Source: an optimization exercise on an open RTL-to-GDS flow (aim: small area, a short achievable clock period and few clock cycles per item). Production flows keep margins and buffers that such runs may drop. In this exercise RTL edits were held to simulation tests only and were not proved equivalent to the original.

== north ==
==> flow/design.v (excerpt) <==
module average #(
    parameter int NOF_BITS = 32
) (
    input  logic                clk,
    input  logic                rst_n,
    input  logic                start,
    input  logic                data_first,
    input  logic                data_last,
    input  logic [NOF_BITS-1:0] data_in,
    output logic [NOF_BITS:0]   data_out,
    output logic                busy,
    output logic                TO,
    output logic                done
);
    localparam int W = NOF_BITS;
    localparam int TIMEOUT_LIMIT = 10;
    logic       acc;       
    logic       v;         
    logic       div;       
    logic [4:0] cnt;       
    logic [W:0]   x;       
    logic [W-1:0] b;       
    logic [W-1:0] y;       
    wire waiting  = busy & ~acc & ~v & ~div;
    wire take     = acc | (waiting & data_first);
    wire to_now   = waiting & ~data_first & (cnt == 5'(TIMEOUT_LIMIT - 1));
    wire fin      = v & ~acc;                  
    wire sum_on   = v & acc;                   
    wire div_last = div & (&cnt);
    wire skip     = div & ~|x & ~|y[W-1:W-3] & ~&cnt[4:2];
    wire [W+1:0] sum = {1'b0, x} + {1'b0, div, b} + (W+2)'(div);
    wire         ge  = sum[W+1];               
    always_ff @(posedge clk) begin
        if (skip)
  ...
For scale: about 1000 cells after synthesis, roughly 140 flip-flops, roughly 73 I/O pins, roughly 8500 um2 of cells after synthesis.
==> flow/config.mk <==
export PLATFORM = sky130hd
export DESIGN_NAME = average
export DESIGN_NICKNAME = average
export VERILOG_FILES = /design/flow/design.v
export SDC_FILE = /design/flow/constraint.sdc
export NUM_CORES = 4
export LEC_CHECK = 0
export CAP_MARGIN = 20
export CORE_MARGIN = 2
export CORE_UTILIZATION = 50
export CTS_BUF_LIST = sky130_fd_sc_hd__clkbuf_8
export SETUP_SLACK_MARGIN = 3.2
export SLEW_MARGIN = 20
==> flow/constraint.sdc <==
create_clock -name core_clock -period 6.0 [get_ports {clk}]
set_input_delay 1.2000 -clock core_clock [delete_from_list [all_inputs] [get_ports {clk}]]
set_output_delay 1.2000 -clock core_clock [all_outputs]
set_load 0.01 [all_outputs]
standard.sh (not shown) runs the stock make flow with config.mk's settings and CLKGATE_MAP_FILE= SYNTH_SCRIPT=/design/flow/synth_recipe.tcl, a recipe that flattens the netlist after the stock synthesis.
==> flow/flow/run.sh <==
#!/bin/bash
# The standard layout, except that the port buffers are the smallest
# plain buffer (buf_1) rather than the delay buffer buffer_ports picks by
# default; the resizer still upsizes any of them that timing needs.
set -euo pipefail
export BUFFER_PORTS_ARGS="-buffer_cell sky130_fd_sc_hd__buf_1"
bash standard.sh > standard_flow.log 2>&1
north ran to completion and came out clean on the timing, DRC and antenna checks.
Testbench counts of north, summed over its fixed seeds: cycles 72,898, items 1,600.
### north -> south
# north
export LEC_CHECK = 0
export CAP_MARGIN = 20
export CORE_MARGIN = 2
export CORE_UTILIZATION = 50
export CTS_BUF_LIST = sky130_fd_sc_hd__clkbuf_8
export SETUP_SLACK_MARGIN = 3.2
export SLEW_MARGIN = 20
create_clock -name core_clock -period 6.0 [get_ports {clk}]
# south
export LEC_CHECK = 0
export CAP_MARGIN = 20
export CORE_MARGIN = 2
export CORE_UTILIZATION = 40
export CTS_BUF_LIST = sky130_fd_sc_hd__clkbuf_8
export SETUP_SLACK_MARGIN = 2.7
export SLEW_MARGIN = 20
create_clock -name core_clock -period 6.0 [get_ports {clk}]
Results
First-iteration DRC count ends up lower on north.
Summary of the comparison: minimum setup slack in the final design is lower in south, relative to north.
In south, the count of plain and timing-repair buffers in the layout came out 13 below the value in north.
sky130_fd_sc_hd__edfxtp_1 as the cell with the largest stage delay on the worst path was reported by north, and sky130_fd_sc_hd__o21ai_0 by south.
The inputs of east differ from those of south as listed below.
# south
export LEC_CHECK = 0
export CAP_MARGIN = 20
export CORE_MARGIN = 2
export CORE_UTILIZATION = 40
export CTS_BUF_LIST = sky130_fd_sc_hd__clkbuf_8
export SETUP_SLACK_MARGIN = 2.7
export SLEW_MARGIN = 20
create_clock -name core_clock -period 6.0 [get_ports {clk}]
# east
export LEC_CHECK = 0
export CAP_MARGIN = 20
export CORE_MARGIN = 2
export CORE_UTILIZATION = 40
export SETUP_SLACK_MARGIN = 3.3
export SLEW_MARGIN = 20
create_clock -name core_clock -period 6.0 [get_ports {clk}]
==> flow/run.sh (new file) <==
#!/bin/bash
# synth_recipe.tcl (not shown) runs the flow's synth.tcl, then flattens the netlist and writes it again
# the make line also repeats each setting of config.mk as NAME=value (left out here)
make -C /OpenROAD-flow-scripts/flow DESIGN_CONFIG=/design/flow/config.mk WORK_HOME=/design/flow/orfs CLKGATE_MAP_FILE= SYNTH_SCRIPT=/design/flow/synth_recipe.tcl finish
removed: flow/flow/run.sh
removed: flow/standard.sh
### Flow results
east vs south — final period utilization dropped 8.0 points. Post-detailed-routing wire length grows by a few percent when moving from south to east. east did not stop at any stage, and its layout met the timing, DRC and antenna checks. Changes observed in east relative to south: worst-case reg-to-reg path depth has increased; synthesis-to-layout area growth grew by 15 points.
### east -> west
# east
export LEC_CHECK = 0
export CAP_MARGIN = 20
export CORE_MARGIN = 2
export CORE_UTILIZATION = 40
export SETUP_SLACK_MARGIN = 3.3
export SLEW_MARGIN = 20
create_clock -name core_clock -period 6.0 [get_ports {clk}]
# west
export LEC_CHECK = 0
export CAP_MARGIN = 20
export CORE_MARGIN = 2
export CORE_UTILIZATION = 40
export CTS_BUF_LIST = sky130_fd_sc_hd__clkbuf_8
export SETUP_SLACK_MARGIN = 3.3
export SLEW_MARGIN = 20
create_clock -name core_clock -period 6.0 [get_ports {clk}]
==> flow/flow/run.sh (new file) <==
#!/bin/bash
# The standard layout, except that the port buffers are the smallest
# plain buffer (buf_1) rather than the delay buffer buffer_ports picks by
# default; the resizer still upsizes any of them that timing needs.
set -euo pipefail
export BUFFER_PORTS_ARGS="-buffer_cell sky130_fd_sc_hd__buf_1"
bash standard.sh > standard_flow.log 2>&1
==> flow/standard.sh (new file) <==
#!/bin/bash
# synth_recipe.tcl (not shown) runs the flow's synth.tcl, then flattens the netlist and writes it again
# the make line also repeats each setting of config.mk as NAME=value (left out here)
make -C /OpenROAD-flow-scripts/flow DESIGN_CONFIG=/design/flow/config.mk WORK_HOME=/design/flow/orfs CLKGATE_MAP_FILE= SYNTH_SCRIPT=/design/flow/synth_recipe.tcl "${@:-finish}"
removed: flow/run.sh
--- outcome ---
Every stage of the flow completed for west, and the final layout passed the timing, DRC and antenna checks. Sort west and east by global routing met2 resource utilization, descending, and west comes first. Via count: west vs east up 0.62%. west: largest stage delay on the critical path is 20 ps higher than what east reported. [compare] base=east new=west: count of plain and timing-repair buffers saw an increase; met3 routed wirelength saw a decrease.

========
Setup of run A:
average, a different RTL version from the one above (not shown whole).
Size: roughly 1000 cells after synthesis, roughly 140 flip-flops, about 8600 sq um of cells after synthesis.
Settings: LEC_CHECK=0, CAP_MARGIN=20, CORE_MARGIN=2, CORE_UTILIZATION=40, CTS_BUF_LIST=sky130_fd_sc_hd__clkbuf_8, GPL_ROUTABILITY_DRIVEN=0, SETUP_SLACK_MARGIN=3.0, SLEW_MARGIN=20; clock period 6.0 ns.
==> flow/flow/run.sh <==
#!/bin/bash
# The standard layout, except that the port buffers are the smallest
# plain buffer (buf_1) rather than the delay buffer buffer_ports picks by
# default; the resizer still upsizes any of them that timing needs.
set -euo pipefail
export BUFFER_PORTS_ARGS="-buffer_cell sky130_fd_sc_hd__buf_1"
bash standard.sh > standard_flow.log 2>&1
Testbench counts of run A, summed over its fixed seeds: cycles 66,598, items 1,600.
For run B, these inputs were changed with respect to run A:
- removing GPL_ROUTABILITY_DRIVEN (formerly 0)
- changing CORE_UTILIZATION from 40 to 45
## What came out
- Having completed the whole flow, run B delivered a layout that passed the timing, DRC and antenna checks.
- Relative to run A, setup slack has decreased by 42 ps in run B.
- [compare] base=run A new=run B: largest fanout of any net on the critical path +26, estimated wirelength of the detail-placed design -1.4%, sequential share of layout area +0.62 points.
Modified inputs, run C compared to run B
- CORE_UTILIZATION now 40, was 45
- SETUP_SLACK_MARGIN now 2.8, was 3.0
Results
Looking at worst setup path endpoint, the cnt[4] result is from run B; the y[29] one comes from run C. First-pass GRT wire length: run C worse than run B. The global-route usage number comes out higher for run B vs run C. The met2 routing resource usage after global routing of run C falls short of that of run B by 4.9 points. Run C vs run B: core utilization down in run C. Run B → run C: count of cell instances traversed by the critical path lower; final area roughly the same.
Input changes introduced in run D (baseline for comparison: run C):
- changing SETUP_SLACK_MARGIN from 2.8 to 3.1
==> comparison <==
For the total of fill cells in the finished design, run D came in 59 lower than run C did. Diff run C -> run D: area growth from synthesis to layout grew by 6.2 points, final critical path time including I/O delays and setup shrank by 230 ps. Compared with run C, run D shows a higher area of all placed cells without fillers. Between run D and run C, met3 demand-to-capacity share in global routing is higher for run C, run D comes in under that. Final period utilization is higher on run C. Path depth of the worst reg2reg path, run D and run C, lower one = run C. y[29] as the end point of the critical path was reported by run C, and y[23] by run D. Every run (run D and run C) finished clean.

========
== PW ==
average again, from the RTL that the note above started with.
## average
module average #(
    parameter int NOF_BITS = 32
) (
    input  logic                clk,
    input  logic                rst_n,
    input  logic                start,
    input  logic                data_first,
    input  logic                data_last,
    input  logic [NOF_BITS-1:0] data_in,
    output logic [NOF_BITS:0]   data_out,
    output logic                busy,
    output logic                TO,
    output logic                done
);
export LEC_CHECK = 0
export CAP_MARGIN = 20
export CORE_MARGIN = 2
export CORE_UTILIZATION = 35
export CTS_BUF_LIST = sky130_fd_sc_hd__clkbuf_8
export SETUP_SLACK_MARGIN = 3.0
export SLEW_MARGIN = 20
create_clock -name core_clock -period 6.0 [get_ports {clk}]
Scripts as last shown in full above: flow/flow/run.sh
Testbench counts of PW, summed over its fixed seeds: cycles 66,598, items 1,600.
diff inputs: PW => JK
- swapping 35 for 40 in CORE_UTILIZATION
- swapping 3.0 for 3.2 in SETUP_SLACK_MARGIN
## What came out
Across both runs, total of plain and repair buffers excluding clock buffers was higher for JK than for PW.
In JK the total die area turned out about 12% lower than in PW.

========
RTL: one of the versions met above, not the one the previous note started from.
For scale: roughly 1000 cells after synthesis, ~140 flip-flops, about 73 I/O pins, ~0.0085 mm^2 of cells after synthesis.
## average
module average #(
    parameter int NOF_BITS = 32
) (
    input  logic                clk,
    input  logic                rst_n,
    input  logic                start,
    input  logic                data_first,
    input  logic                data_last,
    input  logic [NOF_BITS-1:0] data_in,
    output logic [NOF_BITS:0]   data_out,
    output logic                busy,
    output logic                TO,
    output logic                done
);
export LEC_CHECK = 0
export CAP_MARGIN = 20
export CORE_MARGIN = 2
export CORE_UTILIZATION = 40
export CTS_BUF_LIST = sky130_fd_sc_hd__clkbuf_8
export SETUP_SLACK_MARGIN = 3.1
export SLEW_MARGIN = 20
create_clock -name core_clock -period 6.0 [get_ports {clk}]
Scripts as last shown in full above: flow/flow/run.sh
The first run completed without violations.
Testbench counts at the start, summed over its fixed seeds: cycles 72,898, items 1,600.
Next try:
Settings changed: ABC_AREA set to 1, SETUP_SLACK_MARGIN 3.1 to 3.0.
What happened: The new run ran to the end with no violations; wire length rises by 21%; area after synthesis rises by 12%; design area rises by 9.3%; final cell count rises by 37%; clock skew rises by 0.0067 ns; synthesized cell count rises by 43%.
Next try:
Settings changed: ABC_AREA 1 to unset, CAP_MARGIN 20 to 0, SETUP_SLACK_MARGIN 3.0 to 3.2, SLEW_MARGIN 20 to 0.
First-iteration DRC count went down by 32%.
Synthesized cell count fell by 30%.
Final cell count falls by 27%.
Die area falls by 11%.
Next try:
==> flow/run.sh (new file) <==
#!/bin/bash
# synth_recipe.tcl (not shown) runs the flow's synth.tcl, then flattens the netlist and writes it again
# the make line also repeats each setting of config.mk as NAME=value (left out here)
make -C /OpenROAD-flow-scripts/flow DESIGN_CONFIG=/design/flow/config.mk WORK_HOME=/design/flow/orfs CLKGATE_MAP_FILE= SYNTH_SCRIPT=/design/flow/synth_recipe.tcl finish
Settings changed: CAP_MARGIN 0 to 20, CTS_BUF_LIST sky130_fd_sc_hd__clkbuf_8 to sky130_fd_sc_hd__clkbuf_2 sky130_fd_sc_hd__clkbuf_4 sky130_fd_sc_hd__clkbuf_8, SETUP_SLACK_MARGIN 3.2 to 3.0, SLEW_MARGIN 0 to 20.
removed: flow/flow/run.sh
removed: flow/standard.sh
Maximum frequency shrinks by 5.6%.
Setup slack gets worse by 0.17 ns.
Final cell count went down by about 0.5%.
Register-to-register slack gets worse by 0.17 ns.
Count of clock-buffer cells in the layout is higher by 1.

========
average again, from the RTL that the note above started with.
==> flow/config.mk <==
export PLATFORM = sky130hd
export DESIGN_NAME = average
export DESIGN_NICKNAME = average
export VERILOG_FILES = /design/flow/design.v
export SDC_FILE = /design/flow/constraint.sdc
export NUM_CORES = 4
export LEC_CHECK = 0
export CAP_MARGIN = 20
export CORE_MARGIN = 2
export CORE_UTILIZATION = 40
export SETUP_SLACK_MARGIN = 3.0
export SLEW_MARGIN = 20
==> flow/constraint.sdc <==
create_clock -name core_clock -period 6.0 [get_ports {clk}]
set_input_delay 1.2000 -clock core_clock [delete_from_list [all_inputs] [get_ports {clk}]]
set_output_delay 1.2000 -clock core_clock [all_outputs]
set_load 0.01 [all_outputs]
run.sh (not shown) runs the stock make flow with config.mk's settings and CLKGATE_MAP_FILE= SYNTH_SCRIPT=/design/flow/synth_recipe.tcl, a recipe that flattens the netlist after the stock synthesis.
Stock flow here: none of the scripts above is used.
Testbench counts at the start, summed over its fixed seeds: cycles 72,898, items 1,600.
Next try:
==> flow/flow/run.sh (new file) <==
#!/bin/bash
# The standard layout, except that the port buffers are the smallest
# plain buffer (buf_1) rather than the delay buffer buffer_ports picks by
# default; the resizer still upsizes any of them that timing needs.
set -euo pipefail
export BUFFER_PORTS_ARGS="-buffer_cell sky130_fd_sc_hd__buf_1"
bash standard.sh > standard_flow.log 2>&1
==> flow/standard.sh (new file) <==
#!/bin/bash
# synth_recipe.tcl (not shown) runs the flow's synth.tcl, then flattens the netlist and writes it again
# the make line also repeats each setting of config.mk as NAME=value (left out here)
make -C /OpenROAD-flow-scripts/flow DESIGN_CONFIG=/design/flow/config.mk WORK_HOME=/design/flow/orfs CLKGATE_MAP_FILE= SYNTH_SCRIPT=/design/flow/synth_recipe.tcl "${@:-finish}"
CTS_BUF_LIST = sky130_fd_sc_hd__clkbuf_8   (was default)
SETUP_SLACK_MARGIN = 3.2   (was 3.0)
removed: flow/run.sh
Core utilization goes down by 1.8 points.
Non-clock buffer count grows by 7.
Setup slack improves by 0.15 ns.
Clock-buffer cell count falls by 1.
Area after synthesis stays the same.
Cell area drops by 3.7%.
Cell count increases by 0.52%.
Critical path depth is lower by 3.
Next try:
SETUP_SLACK_MARGIN = 3.4   (was 3.2)
Result: Clock skew is about the same. Global-route usage went up by 1.2 points. Wire length climbs by 9.6%. Setup slack improved by 0.0060 ns. Die area stays the same. Flip-flop and latch count stays the same. Hold slack is about the same. Final cell count rose by 2.6%. Critical path depth goes up by 3.
Next try:
PLACE_DENSITY = 0.75   (was default)
SETUP_SLACK_MARGIN = 3.2   (was 3.4)
After rerunning: The new run ran to the end with no violations. Routed wire length came out lower by roughly a tenth. Cell area shrinks by a little under a tenth.

========
Setup of P:
average again, from the RTL that the note above started with.
==> flow/config.mk <==
export PLATFORM = sky130hd
export DESIGN_NAME = average
export DESIGN_NICKNAME = average
export VERILOG_FILES = /design/flow/design.v
export SDC_FILE = /design/flow/constraint.sdc
export NUM_CORES = 4
export LEC_CHECK = 0
export CAP_MARGIN = 20
export CORE_MARGIN = 2
export CORE_UTILIZATION = 40
export CTS_BUF_LIST = sky130_fd_sc_hd__clkbuf_8
export CTS_CLUSTER_DIAMETER = 100
export CTS_CLUSTER_SIZE = 40
export SETUP_SLACK_MARGIN = 3.0
export SLEW_MARGIN = 20
==> flow/constraint.sdc <==
create_clock -name core_clock -period 6.0 [get_ports {clk}]
set_input_delay 1.2000 -clock core_clock [delete_from_list [all_inputs] [get_ports {clk}]]
set_output_delay 1.2000 -clock core_clock [all_outputs]
set_load 0.01 [all_outputs]
standard.sh (not shown) runs the stock make flow with config.mk's settings and CLKGATE_MAP_FILE= SYNTH_SCRIPT=/design/flow/synth_recipe.tcl, a recipe that flattens the netlist after the stock synthesis.
==> flow/flow/run.sh <==
#!/bin/bash
# The standard layout, except that the port buffers are the smallest
# plain buffer (buf_1) rather than the delay buffer buffer_ports picks by
# default; the resizer still upsizes any of them that timing needs.
set -euo pipefail
export BUFFER_PORTS_ARGS="-buffer_cell sky130_fd_sc_hd__buf_1"
bash standard.sh > standard_flow.log 2>&1
Testbench counts of P, summed over its fixed seeds: cycles 72,898, items 1,600.
#### Input delta (Q over P)
Settings: clearing CTS_CLUSTER_SIZE, which used to be 40; clearing CTS_CLUSTER_DIAMETER, which used to be 100.
==> flow/run.sh (new file) <==
#!/bin/bash
# synth_recipe.tcl (not shown) runs the flow's synth.tcl, then flattens the netlist and writes it again
# the make line also repeats each setting of config.mk as NAME=value (left out here)
make -C /OpenROAD-flow-scripts/flow DESIGN_CONFIG=/design/flow/config.mk WORK_HOME=/design/flow/orfs CLKGATE_MAP_FILE= SYNTH_SCRIPT=/design/flow/synth_recipe.tcl finish
removed: flow/flow/run.sh
removed: flow/standard.sh
==> summary.txt <==
The higher average routed wire per standard cell of P and Q is in Q.
Relative to P, the non-clock buffer count in the final layout of Q is lower by 3.
STATUS total length of routed wires: Q loses against P
Looking at fraction of area in registers, Q sits 1.7 points below P.
Q: all stages complete, timing, DRC and antenna checks passed
Per the comparison of Q with P, non-filler instance count after layout neither gained nor lost much; portion of the clock cycle consumed by the worst path in the final layout picked up an extra 0.72 points.
There was hardly any difference in worst hold slack between Q and P.
Core occupancy in the finished layout sits higher in Q than in P.
Comparing the two runs side by side, Q comes out behind P on final period demand of the worst path.
Changes in R relative to Q:
Settings: swapping 40 for 60 in CORE_UTILIZATION.
==> flow/flow/run.sh (new file) <==
#!/bin/bash
# The standard layout, except that the port buffers are the smallest
# plain buffer (buf_1) rather than the delay buffer buffer_ports picks by
# default; the resizer still upsizes any of them that timing needs.
set -euo pipefail
export BUFFER_PORTS_ARGS="-buffer_cell sky130_fd_sc_hd__buf_1"
bash standard.sh > standard_flow.log 2>&1
==> flow/standard.sh (new file) <==
#!/bin/bash
# synth_recipe.tcl (not shown) runs the flow's synth.tcl, then flattens the netlist and writes it again
# the make line also repeats each setting of config.mk as NAME=value (left out here)
make -C /OpenROAD-flow-scripts/flow DESIGN_CONFIG=/design/flow/config.mk WORK_HOME=/design/flow/orfs CLKGATE_MAP_FILE= SYNTH_SCRIPT=/design/flow/synth_recipe.tcl "${@:-finish}"
removed: flow/run.sh
==> comparison <==
- | non-clock buffer count | higher: R |
- R | status: complete | timing, DRC, antenna: pass
- Compared with Q, in R number of cells after detailed placement went down by 94, slack of the critical path shows an increase of 42 ps.
What S does differently from R at the input level:
Settings: CORE_UTILIZATION: 60 -> 40.
Findings:
In terms of multi-input combinational cell count, S and R differ only marginally. The final period utilization on R is in line with that on S. Changes observed in S relative to R: die outline area picked up an extra 48%; cell area after layout rose by 0.35%.

port drivers added, routing unchanged:
How much do the figures lean on ideal ports? The routed layouts below were timed once more, with nothing changed but the port constraints. Step 1 sets driving cells, clkbuf_16 on the clock port and buf_2 on the other inputs (assumed; they add their load-dependent delay and slew). Step 2 adds t to the input delays and takes it off the output delays; t is the mean of the earliest and latest rising clock arrival at the registers after step 1. Input paths then give back, and output paths get back, about the clock's delay inside the block. Three values: no drivers, after step 1, after step 2; two values: the first two.
run	t (ns)	setup WS [ns]	worst hold slack (ns)	worst setup path after step 2	slew at the worst register clock pin (ns)
north	0.495	3.225 / 3.225 / 3.225	0.479 / 0.479 / 0.479	register to register	0.09 / 0.09
south	0.498	2.769 / 2.769 / 2.769	0.477 / 0.477 / 0.477	register to register	0.08 / 0.08
east	0.469	3.248 / 3.248 / 3.248	0.473 / 0.473 / 0.473	register to register	0.07 / 0.07
west	0.500	3.278 / 3.278 / 3.278	0.476 / 0.476 / 0.476	register to register	0.08 / 0.08
run A	0.483	3.088 / 3.088 / 3.088	0.476 / 0.476 / 0.476	register to register	0.09 / 0.09
run B	0.493	3.045 / 3.045 / 3.045	0.477 / 0.477 / 0.477	register to register	0.08 / 0.08
run C	0.495	2.841 / 2.841 / 2.841	0.473 / 0.473 / 0.473	register to register	0.09 / 0.09
run D	0.479	3.067 / 3.067 / 3.067	0.479 / 0.479 / 0.479	register to register	0.09 / 0.09
PW	0.493	3.008 / 3.008 / 3.008	0.476 / 0.476 / 0.476	register to register	0.08 / 0.08
JK	0.488	3.078 / 3.078 / 3.078	0.481 / 0.481 / 0.481	register to register	0.09 / 0.09
the first run of note 4	0.495	3.152 / 3.152 / 3.152	0.476 / 0.476 / 0.476	register to register	0.08 / 0.08
the second run of note 4	0.496	3.196 / 3.196 / 3.196	0.480 / 0.480 / 0.480	register to register	0.09 / 0.09
the third run of note 4	0.499	3.212 / 3.212 / 3.212	0.476 / 0.476 / 0.476	register to register	0.08 / 0.08
the fourth run of note 4	0.506	3.047 / 3.047 / 3.047	0.479 / 0.479 / 0.479	register to register	0.09 / 0.09
the first run of note 5	0.476	3.066 / 3.066 / 3.066	0.473 / 0.473 / 0.473	register to register	0.07 / 0.07
the second run of note 5	0.501	3.217 / 3.217 / 3.217	0.477 / 0.477 / 0.477	register to register	0.09 / 0.09
the third run of note 5	0.488	3.223 / 3.223 / 3.223	0.476 / 0.476 / 0.476	register to register	0.08 / 0.08
the fourth run of note 5	0.491	3.195 / 3.195 / 3.195	0.476 / 0.476 / 0.476	register to register	0.09 / 0.09
P	0.498	3.090 / 3.090 / 3.090	0.477 / 0.477 / 0.477	register to register	0.08 / 0.08
Q	0.506	3.047 / 3.047 / 3.047	0.479 / 0.479 / 0.479	register to register	0.09 / 0.09
R	0.493	3.088 / 3.088 / 3.088	0.478 / 0.478 / 0.478	register to register	0.09 / 0.09
S	0.498	3.090 / 3.090 / 3.090	0.477 / 0.477 / 0.477	register to register	0.08 / 0.08
After both steps every run listed still meets setup and hold.
